Context: an optimization exercise on an open-source flow, tuned for small area and a short achievable clock period. The choices shown serve that exercise and are no tape-out recipe. Only simulation tests tie the RTL to the original design; equivalence was not proved. Power is estimated from default activity; no workload was simulated.

==> 06-13 <==
==> flow/design.v (excerpt) <==
module pipeline_top (
	input  logic        clk_i,
	input  logic        rst_ni,
	input  logic [31:0] io_sw_i,
	output logic [12:0] imem_addr_o,
	input  logic [31:0] imem_rdata_i,
	output logic [12:0] pc_debug_o,
	output logic [31:0] io_lcd_o,
	output logic [31:0] io_ledr_o,
	output logic [31:0] io_ledg_o,
	output logic [6:0]  io_hex0_o,
	output logic [6:0]  io_hex1_o,
	output logic [31:0] io_hex2_o,
	output logic [31:0] io_hex3_o,
	output logic [31:0] io_hex4_o,
	output logic [31:0] io_hex5_o,
	output logic [31:0] io_hex6_o,
	output logic [31:0] io_hex7_o
);
export LEC_CHECK = 0
export CAP_MARGIN = 20
export CORE_MARGIN = 2
export CORE_UTILIZATION = 40
export CTS_CLUSTER_DIAMETER = 70
export CTS_CLUSTER_SIZE = 25
export SLEW_MARGIN = 20
export TNS_END_PERCENT = 5
create_clock -name core_clock -period 10.0 [get_ports {clk_i}]
standard.sh (not shown) runs the stock make flow with config.mk's settings and CLKGATE_MAP_FILE= SYNTH_SCRIPT=/design/flow/synth_recipe.tcl, a recipe that flattens the netlist after the stock synthesis.
==> flow/flow/run.sh <==
#!/bin/bash
set -euo pipefail
bash standard.sh SETUP_SLACK_MARGIN=${MARGIN:-6.4} \
  "BUFFER_PORTS_ARGS=-buffer_cell sky130_fd_sc_hd__buf_2" finish > standard.log 2>&1
==> inputs of 03-03, as changes to 06-13 <==
==> flow/flow/run.sh (replaced) <==
#!/bin/bash
set -euo pipefail
bash standard.sh SETUP_SLACK_MARGIN=${MARGIN:-6.2} finish > standard.log 2>&1
==> flow/config.mk (replaced) <==
export PLATFORM = sky130hd
export DESIGN_NAME = pipeline_top
export DESIGN_NICKNAME = pipeline_top
export VERILOG_FILES = /design/flow/design.v
export SDC_FILE = /design/flow/constraint.sdc
export NUM_CORES = 4
export LEC_CHECK = 0
export CAP_MARGIN = 20
export CORE_MARGIN = 2
export CORE_UTILIZATION = 40
export SLEW_MARGIN = 20
==> inputs of 07-08, as changes to 06-13 <==
--- a/flow/design.v
+++ b/flow/design.v
@@ -20,29 +20,33 @@
   logic [12:0] pc_q;
   logic [31:0] id_instr;
   logic [12:0] id_pc;
   logic        id_valid;
   logic        ex_regw, ex_memw, ex_load, ex_beq, ex_bne, ex_blt, ex_jump;
   logic        ex_jalr, ex_sgn, ex_sub, ex_shl, ex_sra;
-  logic [31:0] ex_rs1, ex_rs2, ex_imm;
+  logic [31:0] ex_rs1, ex_rs2;
+  logic [12:0] ex_imm;      
   logic [12:0] ex_pc;
   logic [4:0]  ex_rd;
-  logic [3:0]  ex_asel;    
+  logic [2:0]  ex_asel;    
   logic [3:0]  ex_bsel;    
   logic [2:0]  ex_dsel;    
   logic [6:0]  ex_rsel;    
   logic        m_regw, m_memw;
   logic        m_load;
   logic [31:0] m_alu, m_wd;
   logic [4:0]  m_rd;
   logic        w_regw;
   logic [31:0] w_res;
   logic [4:0]  w_rd;
   logic [31:1]      rf_v;
   logic [31*32-1:0] rf_c1, rf_c2;    
-  logic [31:0] dmem [0:63];
+  logic [64*32-1:0] dm_c;             
+  logic [3:0]  id_r1hi, id_r2hi;      
+  logic [7:0]  id_r1lo, id_r2lo;      
+  logic [7:0]  m_dhi, m_dlo;          
   logic [6:0]  hex0_q, hex1_q;    
   logic [31:0] hex2_q, hex3_q, hex4_q, hex5_q, hex6_q, hex7_q, ledr_q, ledg_q, lcd_q;
   function automatic logic [6:0] seg7(input logic [3:0] d);
     case (d)
       4'h0: seg7 = 7'b0000001;
       4'h1: seg7 = 7'b1001111;
@@ -87,51 +91,53 @@
   assign d_memw = id_valid & op_s;
   assign d_load = id_valid & op_l;
   assign d_beq  = id_valid & op_b & (f3 == 3'b000);
   assign d_bne  = id_valid & op_b & (f3 == 3'b001);
   assign d_blt  = id_valid & op_b & (f3 == 3'b100 || f3 == 3'b110);
   assign d_jump = id_valid & (op_jal | op_jalr);
-  logic [31:0] d_imm;
+  logic [12:0] d_imm;
   always_comb begin
     if (op_s)
-      d_imm = {{21{id_instr[31]}}, id_instr[30:25], id_instr[11:7]};
+      d_imm = {{2{id_instr[31]}}, id_instr[30:25], id_instr[11:7]};
     else if (op_b)
-      d_imm = {{20{id_instr[31]}}, id_instr[7], id_instr[30:25], id_instr[11:8], 1'b0};
+      d_imm = {id_instr[31], id_instr[7], id_instr[30:25], id_instr[11:8], 1'b0};
     else if (op_jal)
-      d_imm = {{12{id_instr[31]}}, id_instr[19:12], id_instr[20], id_instr[30:21], 1'b0};
-    else if (op_auipc | op_lui)
-      d_imm = {id_instr[31:12], 12'b0};
+      d_imm = {id_instr[12], id_instr[20], id_instr[30:21], 1'b0};
     else
-      d_imm = {{21{id_instr[31]}}, id_instr[30:20]};
+      d_imm = {{2{id_instr[31]}}, id_instr[30:20]};
   end
+  logic [31:0] d_ures;
+  assign d_ures = {id_instr[31:12] + {19'b0, op_auipc & id_pc[12]},
+                   op_auipc ? id_pc[11:0] : 12'b0};
   logic arith;
   assign arith = op_r | op_i;
   logic [6:0] d_rsel;
-  assign d_rsel[0] = ~arith ? ~(op_jal | op_jalr) : (f3 == 3'b000);  
+  logic pass;
+  assign pass = op_jal | op_jalr | op_lui | op_auipc;
+  assign d_rsel[0] = ~arith ? ~pass : (f3 == 3'b000);  
   assign d_rsel[1] = arith & (f3[2:1] == 2'b01);        
   assign d_rsel[2] = arith & (f3 == 3'b100);            
   assign d_rsel[3] = arith & (f3 == 3'b110);            
   assign d_rsel[4] = arith & (f3 == 3'b111);            
   assign d_rsel[5] = arith & (f3[1:0] == 2'b01);        
-  assign d_rsel[6] = op_jal | op_jalr;                   
+  assign d_rsel[6] = pass;                               
   logic d_sub, d_sgn, d_shl, d_sra;
   assign d_sub = op_r & b30;
   assign d_sgn = op_b ? ~f3[1] : ~f3[0];
   assign d_shl = ~f3[2];
   assign d_sra = b30 & f3[2];
   logic fa_m, fa_w, fb_m, fb_w;
   assign fa_m = ex_regw & (rs1a != 5'd0) & (ex_rd == rs1a);
   assign fa_w = m_regw  & (rs1a != 5'd0) & (m_rd  == rs1a);
   assign fb_m = ex_regw & (rs2a != 5'd0) & (ex_rd == rs2a);
   assign fb_w = m_regw  & (rs2a != 5'd0) & (m_rd  == rs2a);
-  logic a_reg, b_imm;
-  assign a_reg = ~(op_auipc | op_lui);
-  assign b_imm = op_i | op_l | op_s | op_auipc | op_lui;
-  logic [3:0] d_asel, d_bsel;
-  logic [2:0] d_dsel;
-  assign d_asel = {op_auipc, a_reg & ~fa_m & fa_w, a_reg & fa_m, a_reg & ~fa_m & ~fa_w};
+  logic b_imm;
+  assign b_imm = op_i | op_l | op_s;
+  logic [2:0] d_asel, d_dsel;
+  logic [3:0] d_bsel;
+  assign d_asel = {~fa_m & fa_w, fa_m, ~fa_m & ~fa_w};
   assign d_bsel = {b_imm, ~b_imm & ~fb_m & fb_w, ~b_imm & fb_m, ~b_imm & ~fb_m & ~fb_w};
   assign d_dsel = {~fb_m & fb_w, fb_m, ~fb_m & ~fb_w};
   logic [31:0] rd1, rd2;
   always_comb begin
     rd1 = 32'b0;
     rd2 = 32'b0;
@@ -144,18 +150,19 @@
   assign byp1 = w_regw & (rs1a != 5'd0) & (w_rd == rs1a);
   assign byp2 = w_regw & (rs2a != 5'd0) & (w_rd == rs2a);
   logic [31:0] d_rs1, d_rs2;
   logic [12:0] id_pc4;
   assign id_pc4 = id_pc + 13'd4;
   assign d_rs1 = byp1 ? w_res : rd1;
-  assign d_rs2 = (op_jal | op_jalr) ? {19'b0, id_pc4} : byp2 ? w_res : rd2;
+  assign d_rs2 = (op_jal | op_jalr) ? {19'b0, id_pc4} : (op_lui | op_auipc) ? d_ures :
+                 byp2 ? w_res : rd2;
   logic [31:0] srca, srcb, sdata;
   assign srca = ({32{ex_asel[0]}} & ex_rs1) | ({32{ex_asel[1]}} & m_alu) |
-                ({32{ex_asel[2]}} & w_res)  | ({32{ex_asel[3]}} & {19'b0, ex_pc});
+                ({32{ex_asel[2]}} & w_res);
   assign srcb = ({32{ex_bsel[0]}} & ex_rs2) | ({32{ex_bsel[1]}} & m_alu) |
-                ({32{ex_bsel[2]}} & w_res)  | ({32{ex_bsel[3]}} & ex_imm);
+                ({32{ex_bsel[2]}} & w_res)  | ({32{ex_bsel[3]}} & {{19{ex_imm[12]}}, ex_imm});
   assign sdata = ({32{ex_dsel[0]}} & ex_rs2) | ({32{ex_dsel[1]}} & m_alu) |
                  ({32{ex_dsel[2]}} & w_res);
   logic [31:0] sum;
   assign sum = srca + (srcb ^ {32{ex_sub}}) + {31'b0, ex_sub};
   logic cmp, eq;
   assign cmp = {srca[31] ^ ex_sgn, srca[30:0]} < {srcb[31] ^ ex_sgn, srcb[30:0]};
@@ -179,22 +186,22 @@
                   ({32{ex_rsel[4]}} & (srca & srcb)) |
                   ({32{ex_rsel[5]}} & sh_out) |
                   ({32{ex_rsel[6]}} & ex_rs2);
   logic pcsrc;
   assign pcsrc = ex_jump | (ex_beq & eq) | (ex_bne & ~eq) | (ex_blt & cmp);
   logic [12:0] tgt_sum, tgt;
-  assign tgt_sum = (ex_jalr ? srca[12:0] : ex_pc) + ex_imm[12:0];
+  assign tgt_sum = (ex_jalr ? srca[12:0] : ex_pc) + ex_imm;
   assign tgt = {tgt_sum[12:1], tgt_sum[0] & ~ex_jalr};
   logic lw_stall;
   assign lw_stall = ex_load & ((ex_rd == rs1a) | (ex_rd == rs2a));
   logic [9:0] addr;
   assign addr = m_alu[9:0];
   logic [31:0] dm_rd, ld_data, m_res;
   always_comb begin
     dm_rd = 32'b0;
-    for (int i = 0; i < 64; i++) dm_rd = dm_rd | ({32{addr[5:0] == i}} & dmem[i]);
+    for (int i = 0; i < 64; i++) dm_rd = dm_rd | dm_c[i*32 +: 32];
   end
   assign ld_data = ~addr[9] ? dm_rd : (addr[9:6] == 4'b1001) ? io_sw_i : 32'b0;
   assign m_res = m_load ? ld_data : m_alu;
   logic io_lo;
   assign io_lo = m_memw & (addr[3:0] <= 4'd9);
   always_ff @(posedge clk_i or negedge rst_ni) begin
@@ -212,13 +219,19 @@
         id_pc    <= pc_q;
         id_valid <= 1'b1;
       end
     end
   end
   always_ff @(posedge clk_i) begin
-    if (!lw_stall) id_instr <= imem_rdata_i;
+    if (!lw_stall) begin
+      id_instr <= imem_rdata_i;
+      id_r1hi  <= 4'b1 << imem_rdata_i[19:18];
+      id_r1lo  <= 8'b1 << imem_rdata_i[17:15];
+      id_r2hi  <= 4'b1 << imem_rdata_i[24:23];
+      id_r2lo  <= 8'b1 << imem_rdata_i[22:20];
+    end
   end
   always_ff @(posedge clk_i or negedge rst_ni) begin
     if (!rst_ni) begin
       ex_regw <= 1'b0; ex_memw <= 1'b0; ex_load <= 1'b0;
       ex_beq  <= 1'b0; ex_bne  <= 1'b0; ex_blt  <= 1'b0; ex_jump <= 1'b0;
     end else if (lw_stall | pcsrc) begin
@@ -255,12 +268,14 @@
       m_memw <= ex_memw;
       w_regw <= m_regw;
     end
   end
   always_ff @(posedge clk_i) begin
     m_load <= ex_load;
+    m_dhi  <= 8'b1 << sum[5:3];
+    m_dlo  <= 8'b1 << sum[2:0];
     m_alu  <= ex_res;
     m_wd   <= sdata;
     m_rd   <= ex_rd;
     w_res  <= m_res;
     w_rd   <= m_rd;
   end
@@ -270,23 +285,33 @@
       logic we;
       logic [31:0] r;
       assign we = w_regw & (w_rd == gi);
       always_ff @(posedge clk_i) begin
         if (we) r <= w_res;
       end
-      assign rf_c1[(gi-1)*32 +: 32] = {32{rf_v[gi] && rs1a == gi}} & r;
-      assign rf_c2[(gi-1)*32 +: 32] = {32{rf_v[gi] && rs2a == gi}} & r;
+      assign rf_c1[(gi-1)*32 +: 32] = {32{rf_v[gi] & id_r1hi[gi/8] & id_r1lo[gi%8]}} & r;
+      assign rf_c2[(gi-1)*32 +: 32] = {32{rf_v[gi] & id_r2hi[gi/8] & id_r2lo[gi%8]}} & r;
       always_ff @(posedge clk_i or negedge rst_ni) begin
         if (!rst_ni) rf_v[gi] <= 1'b0;
         else if (we) rf_v[gi] <= 1'b1;
       end
     end
   endgenerate
-  always_ff @(posedge clk_i) begin
-    if (m_memw & ~addr[9]) dmem[addr[5:0]] <= m_wd;
-  end
+  logic dm_we;
+  assign dm_we = m_memw & ~addr[9];
+  generate
+    for (gi = 0; gi < 64; gi++) begin : g_dm
+      logic sel;
+      logic [31:0] w;
+      assign sel = m_dhi[gi/8] & m_dlo[gi%8];
+      always_ff @(posedge clk_i) begin
+        if (dm_we & sel) w <= m_wd;
+      end
+      assign dm_c[gi*32 +: 32] = {32{sel}} & w;
+    end
+  endgenerate
   always_ff @(posedge clk_i or negedge rst_ni) begin
     if (!rst_ni) begin
       hex0_q <= 7'b0000001; hex1_q <= 7'b0000001;
       hex2_q <= 32'b0; hex3_q <= 32'b0; hex4_q <= 32'b0; hex5_q <= 32'b0;
       hex6_q <= 32'b0; hex7_q <= 32'b0; ledr_q <= 32'b0; ledg_q <= 32'b0;
       lcd_q  <= 32'b0;
==> flow/flow/run.sh (replaced) <==
#!/bin/bash
set -euo pipefail
bash standard.sh SETUP_SLACK_MARGIN=${MARGIN:-6.6} \
  "BUFFER_PORTS_ARGS=-buffer_cell sky130_fd_sc_hd__buf_2" finish > standard.log 2>&1
==> flow/config.mk (replaced) <==
export PLATFORM = sky130hd
export DESIGN_NAME = pipeline_top
export DESIGN_NICKNAME = pipeline_top
export VERILOG_FILES = /design/flow/design.v
export SDC_FILE = /design/flow/constraint.sdc
export NUM_CORES = 4
export LEC_CHECK = 0
export CAP_MARGIN = 20
export CORE_MARGIN = 2
export CORE_UTILIZATION = 50
export CTS_CLUSTER_DIAMETER = 70
export CTS_CLUSTER_SIZE = 25
export PLACE_DENSITY = 0.7
export SLEW_MARGIN = 25
export TNS_END_PERCENT = 5
==> inputs of 07-07, as changes to 06-13 <==
--- a/flow/design.v
+++ b/flow/design.v
@@ -37,34 +37,14 @@
   logic        w_regw;
   logic [31:0] w_res;
   logic [4:0]  w_rd;
   logic [31:1]      rf_v;
   logic [31*32-1:0] rf_c1, rf_c2;    
   logic [31:0] dmem [0:63];
-  logic [6:0]  hex0_q, hex1_q;    
+  logic [3:0]  hex0_q, hex1_q;
   logic [31:0] hex2_q, hex3_q, hex4_q, hex5_q, hex6_q, hex7_q, ledr_q, ledg_q, lcd_q;
-  function automatic logic [6:0] seg7(input logic [3:0] d);
-    case (d)
-      4'h0: seg7 = 7'b0000001;
-      4'h1: seg7 = 7'b1001111;
-      4'h2: seg7 = 7'b0010010;
-      4'h3: seg7 = 7'b0000110;
-      4'h4: seg7 = 7'b1001100;
-      4'h5: seg7 = 7'b0100100;
-      4'h6: seg7 = 7'b0100000;
-      4'h7: seg7 = 7'b0001111;
-      4'h8: seg7 = 7'b0000000;
-      4'h9: seg7 = 7'b0000100;
-      4'hA: seg7 = 7'b0001000;
-      4'hB: seg7 = 7'b1100000;
-      4'hC: seg7 = 7'b0110001;
-      4'hD: seg7 = 7'b1000010;
-      4'hE: seg7 = 7'b0110000;
-      default: seg7 = 7'b0111000;
-    endcase
-  endfunction
   logic [6:0] opc;
   logic [2:0] f3;
   logic       b30;
   logic [4:0] rs1a, rs2a, rda;
   assign opc  = id_instr[6:0];
   assign f3   = id_instr[14:12];
@@ -186,16 +166,13 @@
   assign tgt = {tgt_sum[12:1], tgt_sum[0] & ~ex_jalr};
   logic lw_stall;
   assign lw_stall = ex_load & ((ex_rd == rs1a) | (ex_rd == rs2a));
   logic [9:0] addr;
   assign addr = m_alu[9:0];
   logic [31:0] dm_rd, ld_data, m_res;
-  always_comb begin
-    dm_rd = 32'b0;
-    for (int i = 0; i < 64; i++) dm_rd = dm_rd | ({32{addr[5:0] == i}} & dmem[i]);
-  end
+  assign dm_rd = dmem[addr[5:0]];
   assign ld_data = ~addr[9] ? dm_rd : (addr[9:6] == 4'b1001) ? io_sw_i : 32'b0;
   assign m_res = m_load ? ld_data : m_alu;
   logic io_lo;
   assign io_lo = m_memw & (addr[3:0] <= 4'd9);
   always_ff @(posedge clk_i or negedge rst_ni) begin
     if (!rst_ni) begin
@@ -283,20 +260,20 @@
   endgenerate
   always_ff @(posedge clk_i) begin
     if (m_memw & ~addr[9]) dmem[addr[5:0]] <= m_wd;
   end
   always_ff @(posedge clk_i or negedge rst_ni) begin
     if (!rst_ni) begin
-      hex0_q <= 7'b0000001; hex1_q <= 7'b0000001;
+      hex0_q <= 4'b0; hex1_q <= 4'b0;
       hex2_q <= 32'b0; hex3_q <= 32'b0; hex4_q <= 32'b0; hex5_q <= 32'b0;
       hex6_q <= 32'b0; hex7_q <= 32'b0; ledr_q <= 32'b0; ledg_q <= 32'b0;
       lcd_q  <= 32'b0;
     end else if (io_lo && addr[9:7] == 3'b100) begin
       case (addr[6:4])
-        3'd0: hex0_q <= seg7(m_wd[3:0]);
-        3'd1: hex1_q <= seg7(m_wd[3:0]);
+        3'd0: hex0_q <= m_wd[3:0];
+        3'd1: hex1_q <= m_wd[3:0];
         3'd2: hex2_q <= m_wd;
         3'd3: hex3_q <= m_wd;
         3'd4: hex4_q <= m_wd;
         3'd5: hex5_q <= m_wd;
         3'd6: hex6_q <= m_wd;
         default: hex7_q <= m_wd;
@@ -307,16 +284,36 @@
         2'd1: ledg_q <= m_wd;
         2'd2: lcd_q  <= m_wd;
         default: ;
       endcase
     end
   end
+  function automatic logic [6:0] seg7(input logic [3:0] d);
+    case (d)
+      4'h0: seg7 = 7'b0000001;
+      4'h1: seg7 = 7'b1001111;
+      4'h2: seg7 = 7'b0010010;
+      4'h3: seg7 = 7'b0000110;
+      4'h4: seg7 = 7'b1001100;
+      4'h5: seg7 = 7'b0100100;
+      4'h6: seg7 = 7'b0100000;
+      4'h7: seg7 = 7'b0001111;
+      4'h8: seg7 = 7'b0000000;
+      4'h9: seg7 = 7'b0000100;
+      4'hA: seg7 = 7'b0001000;
+      4'hB: seg7 = 7'b1100000;
+      4'hC: seg7 = 7'b0110001;
+      4'hD: seg7 = 7'b1000010;
+      4'hE: seg7 = 7'b0110000;
+      default: seg7 = 7'b0111000;
+    endcase
+  endfunction
   assign imem_addr_o = pc_q;
   assign pc_debug_o  = id_pc;
-  assign io_hex0_o   = hex0_q;
-  assign io_hex1_o   = hex1_q;
+  assign io_hex0_o   = seg7(hex0_q);
+  assign io_hex1_o   = seg7(hex1_q);
   assign io_hex2_o   = hex2_q;
   assign io_hex3_o   = hex3_q;
   assign io_hex4_o   = hex4_q;
   assign io_hex5_o   = hex5_q;
   assign io_hex6_o   = hex6_q;
   assign io_hex7_o   = hex7_q;
==> flow/run.sh (new file) <==
#!/bin/bash
# synth_recipe.tcl (not shown) runs the flow's synth.tcl, then flattens the netlist and writes it again
# the make line also repeats each setting of config.mk as NAME=value (left out here)
make -C /OpenROAD-flow-scripts/flow DESIGN_CONFIG=/design/flow/config.mk WORK_HOME=/design/flow/orfs CLKGATE_MAP_FILE= SYNTH_SCRIPT=/design/flow/synth_recipe.tcl finish
==> flow/config.mk (replaced) <==
export PLATFORM = sky130hd
export DESIGN_NAME = pipeline_top
export DESIGN_NICKNAME = pipeline_top
export VERILOG_FILES = /design/flow/design.v
export SDC_FILE = /design/flow/constraint.sdc
export NUM_CORES = 4
export LEC_CHECK = 0
export CAP_MARGIN = 20
export CORE_MARGIN = 2
export CORE_UTILIZATION = 40
export SLEW_MARGIN = 20
removed: flow/flow/run.sh
removed: flow/standard.sh
==> summary.txt <==
| quantity | 07-07 | 03-03 | 07-08 | 06-13 |
|---|---|---|---|---|
| Net Count, Synth | 9207 | 9587 | 9701 | 9587 |
| Antenna violations before repair | 60 | 61 | 43 | 62 |
| WL met3 | 79800 µm | 113000 µm | 126000 µm | 120000 µm |
| Met2 layer wire length in the routed design | 268000 µm | 299000 µm | 258000 µm | 291000 µm |
| Area inside the core boundary | 376000 µm² | 365000 µm² | 293000 µm² | 365000 µm² |
| Critical hold path startpoint | m_rd[2] | m_rd[3] | ex_memw | id_instr[11] |
| Clock Pin Slew Worst Setup and Hold Paths | 0.06 ns | 0.07 ns | 0.11 ns | 0.10 ns |
| Insertion delay to the later sink of the worst-skew pair | 0.99 ns | 1.05 ns | 1.01 ns | 0.96 ns |
| Sequential cell area share | 0.606 | 0.612 | 0.651 | 0.637 |
| Status | finished clean | finished clean | finished clean | finished clean |
| Inverters | 131 | 130 | 131 | 129 |
| Worst Hold Endpoint | w_rd[2] | w_rd[3] | m_memw | ex_rd[4] |
| Critical path buffer and inverter count | 4 | 3 | 6 | 4 |
| Non-Clock Buffer Count | 718 | 1017 | 889 | 1054 |
| Placed cell count | 14100 | 14300 | 13400 | 14300 |
| Switching Share | 0.258 | 0.254 | 0.275 | 0.266 |
| Synth Area in Compound Gates | 0.0909 | 0.148 | 0.143 | 0.148 |
| Total clock network power | 14700 µW | 14100 µW | 9310 µW | 9240 µW |
| Row cnt | 225 | 222 | 199 | 222 |
| Launch point of the critical path | m_alu[0] | m_alu[5] | ex_asel[1] | m_alu[5] |
| Seq Cell Count | 3680 | 3686 | 3706 | 3686 |
| Post-route worst hold slack | 0.399 ns | 0.391 ns | 0.356 ns | 0.398 ns |
| Final clock period utilization by the worst path | 0.643 | 0.398 | 0.395 | 0.405 |
| Sequential fraction of the synthesis area | 0.704 | 0.726 | 0.728 | 0.726 |

-- re-timing with driven ports --
How much do the figures lean on ideal ports? The routed layouts below were timed once more, with nothing changed but the port constraints. Step 1: set_driving_cell puts a clkbuf_16 on clk_i and a buf_2 on each other input, an assumption about the parent block. Step 2 times the ports against the registers' clock, not the clock port: input delays grow and output delays shrink by t, the midpoint of the rising clock arrivals with the driver on. Slacks: no drivers / after step 1 / after step 2; pairs: no drivers / after step 1.
run	shift t [ns]	slack for setup (ns)	hold WS [ns]	worst setup path at the end
06-13	1.019	5.950 / 5.950 / 5.950	0.398 / 0.398 / 0.398	register to register
03-03	1.106	6.024 / 6.024 / 6.024	0.391 / 0.391 / 0.391	register to register
07-08	1.055	6.053 / 6.053 / 5.891	0.356 / 0.356 / 0.356	input, reset recovery
07-07	1.078	3.571 / 3.571 / 3.571	0.399 / 0.399 / 0.399	register to register
After both steps every run listed still meets setup and hold. For 07-08, which loses most, drivers alone change the setup slack by 0.000 ns; drivers and shift together by -0.162 ns. The worst setup slack also covers recovery checks on asynchronous resets.
